What follows belongs to an exercise in optimizing a design on an open flow for small area, a short achievable clock period and few clock cycles per item; a production flow would make more cautious choices.
In this exercise RTL edits were held to simulation tests only and were not proved equivalent to the original.
No activity file was given, so power comes from the tool's default toggle rates.

Design data_mover_bram, start of the top module:
module data_mover_bram
#(
	parameter CNT_BIT = 31,
	parameter DWIDTH = 32,
	parameter AWIDTH = 12,
	parameter MEM_SIZE = 3481,
	parameter IN_DATA_WITDH = 32  
)
(
    input 				clk,
    input 				reset_n,
	input 				i_run,
	input  [CNT_BIT-1:0]	i_num_cnt,
	output   			o_idle,
	output   			o_read,
	output   			o_write,
	output  			o_done,
	output[AWIDTH-1:0] 	addr_b0,
	output 				ce_b0,
	output 				we_b0,
	input [DWIDTH-1:0]  q_b0,
	output[DWIDTH-1:0] 	d_b0,
	output[AWIDTH-1:0] 	addr_b1,
	output 				ce_b1,
	output 				we_b1,
	input [DWIDTH-1:0]  q_b1,
	output[DWIDTH-1:0] 	d_b1,
	output[AWIDTH-1:0] 	addr_b2,
	output 				ce_b2,
	output 				we_b2,
	input [DWIDTH-1:0]  q_b2,
	output[DWIDTH-1:0] 	d_b2,
	output[AWIDTH-1:0] 	addr_b3,
	output 				ce_b3,
	output 				we_b3,
	input [DWIDTH-1:0]  q_b3,
	output[DWIDTH-1:0] 	d_b3,
	output[AWIDTH-1:0] 	addr_b4,
	output 				ce_b4,
	output 				we_b4,
	input [DWIDTH-1:0]  q_b4,
	output[DWIDTH-1:0] 	d_b4,
	output[AWIDTH-1:0] 	addr_b5,
	output 				ce_b5,
	output 				we_b5,
	input [DWIDTH-1:0]  q_b5,
	output[DWIDTH-1:0] 	d_b5,
	output[AWIDTH-1:0] 	addr_b6,
	output 				ce_b6,
	output 				we_b6,
	input [DWIDTH-1:0]  q_b6,
	output[DWIDTH-1:0] 	d_b6,
	output[AWIDTH-1:0] 	addr_b7,
	output 				ce_b7,
	output 				we_b7,
	input [DWIDTH-1:0]  q_b7,
	output[DWIDTH-1:0] 	d_b7,
	output[AWIDTH-1:0] 	addr_b8,
	output 				ce_b8,
	output 				we_b8,
	input [DWIDTH-1:0]  q_b8,
	output[DWIDTH-1:0] 	d_b8,
	output[AWIDTH-1:0] 	addr_b9,
	output 				ce_b9,
	output 				we_b9,
	input [DWIDTH-1:0]  q_b9,
	output[DWIDTH-1:0] 	d_b9,
	output[AWIDTH-1:0] 	addr_b10,
	output 				ce_b10,
	output 				we_b10,
	input [DWIDTH-1:0]  q_b10,
	output[DWIDTH-1:0] 	d_b10,
	output[AWIDTH-1:0] 	addr_b11,
	output 				ce_b11,
	output 				we_b11,
	input [DWIDTH-1:0]  q_b11,
	output[DWIDTH-1:0] 	d_b11,
	output[AWIDTH-1:0] 	addr_b12,
	output 				ce_b12,
	output 				we_b12,
	input [DWIDTH-1:0]  q_b12,
	output[DWIDTH-1:0] 	d_b12,
	output[AWIDTH-1:0] 	addr_b13,
	output 				ce_b13,
	output 				we_b13,
	input [DWIDTH-1:0]  q_b13,
	output[DWIDTH-1:0] 	d_b13,
	output[AWIDTH-1:0] 	addr_b14,
	output 				ce_b14,
	output 				we_b14,
	input [DWIDTH-1:0]  q_b14,
	output[DWIDTH-1:0] 	d_b14,
	output[AWIDTH-1:0] 	addr_b15,
	output 				ce_b15,
	output 				we_b15,
	input [DWIDTH-1:0]  q_b15,
	output[DWIDTH-1:0] 	d_b15,
	output[AWIDTH-1:0] 	addr_b16,
	output 				ce_b16,
	output 				we_b16,
	input [DWIDTH-1:0]  q_b16,
	output[DWIDTH-1:0] 	d_b16,
	output[DWIDTH-1:0]  result_0,
	output[DWIDTH-1:0]  result_1,
	output[DWIDTH-1:0]  result_2,
	output[DWIDTH-1:0]  result_3,
	output[DWIDTH-1:0]  result_4,
	output[DWIDTH-1:0]  result_5,
	output[DWIDTH-1:0]  result_6,
	output[DWIDTH-1:0]  result_7,
	output[DWIDTH-1:0]  result_8,
	output[DWIDTH-1:0]  result_9,
	output[DWIDTH-1:0]  result_10,
	output[DWIDTH-1:0]  result_11,
	output[DWIDTH-1:0]  result_12,
	output[DWIDTH-1:0]  result_13,
	output[DWIDTH-1:0]  result_14,
	output[DWIDTH-1:0]  result_15
    );
Size: roughly 24000 cells after synthesis, roughly 3200 flip-flops, roughly 1900 I/O pins, ~250000 um^2 of cells after synthesis.
Settings: LEC_CHECK=0, CAP_MARGIN=20, CORE_MARGIN=2, CORE_UTILIZATION=50, CTS_CLUSTER_DIAMETER=80, CTS_CLUSTER_SIZE=24, SETUP_SLACK_MARGIN=5, SLEW_MARGIN=20, SYNTH_HIERARCHICAL=1; clock period 10.0 ns.
run.sh (not shown) runs the stock make flow with config.mk's settings and CLKGATE_MAP_FILE= SYNTH_SCRIPT=/design/flow/synth_recipe.tcl, a recipe that flattens the netlist after the stock synthesis.
The starting point finished with antenna violations left.
Testbench counts at the start, summed over its fixed seeds: cycles 51,412, items 50,068.
Edit:
==> flow/flow/run.sh (new file) <==
#!/bin/bash
set -euo pipefail
export BUFFER_PORTS_ARGS="-buffer_cell sky130_fd_sc_hd__buf_1"
export MAX_REPAIR_ANTENNAS_ITER_DRT=15
bash standard.sh finish > make.log 2>&1
==> flow/standard.sh (new file) <==
#!/bin/bash
# synth_recipe.tcl (not shown) runs the flow's synth.tcl, then flattens the netlist and writes it again
# the make line also repeats each setting of config.mk as NAME=value (left out here)
make -C /OpenROAD-flow-scripts/flow DESIGN_CONFIG=/design/flow/config.mk WORK_HOME=/design/flow/orfs CLKGATE_MAP_FILE= SYNTH_SCRIPT=/design/flow/synth_recipe.tcl "${@:-finish}"
removed: flow/run.sh
Outcome: The new run completed with no timing, DRC or antenna violations. Wire length hardly moves. Critical path depth falls by 2. Count of clock-buffer cells in the layout falls by 8. Sequential share of layout area rises by 0.72 points. Clock power falls by about 0.7%.

-- re-timing with driven ports --
The results above use ideal ports. As a check the final layouts listed here were re-extracted and re-timed, cells and wires unchanged. Step 1 (the two cells are an assumption about what drives the block):
set clk [get_ports {clk}]
set_driving_cell -lib_cell sky130_fd_sc_hd__clkbuf_16 $clk
set_driving_cell -lib_cell sky130_fd_sc_hd__buf_2 [delete_from_list [all_inputs] $clk]
Step 2 times the ports against the registers' clock, not the clock port: input delays grow and output delays shrink by t, the midpoint of the rising clock arrivals with the driver on. a / b / c = no drivers / after step 1 / after step 2; a / b = the first two.
run	shift t [ns]	setup slack, ns	hold slack, ns	worst setup path at the end
the first run	1.095	5.445 / 5.445 / 5.011	0.358 / 0.358 / 0.358	input to register
the second run	1.130	5.382 / 5.382 / 5.382	0.356 / 0.356 / 0.356	register to register
The setup slack of the first run, which loses most, moves by 0.000 ns with the drivers and by -0.434 ns with both steps.
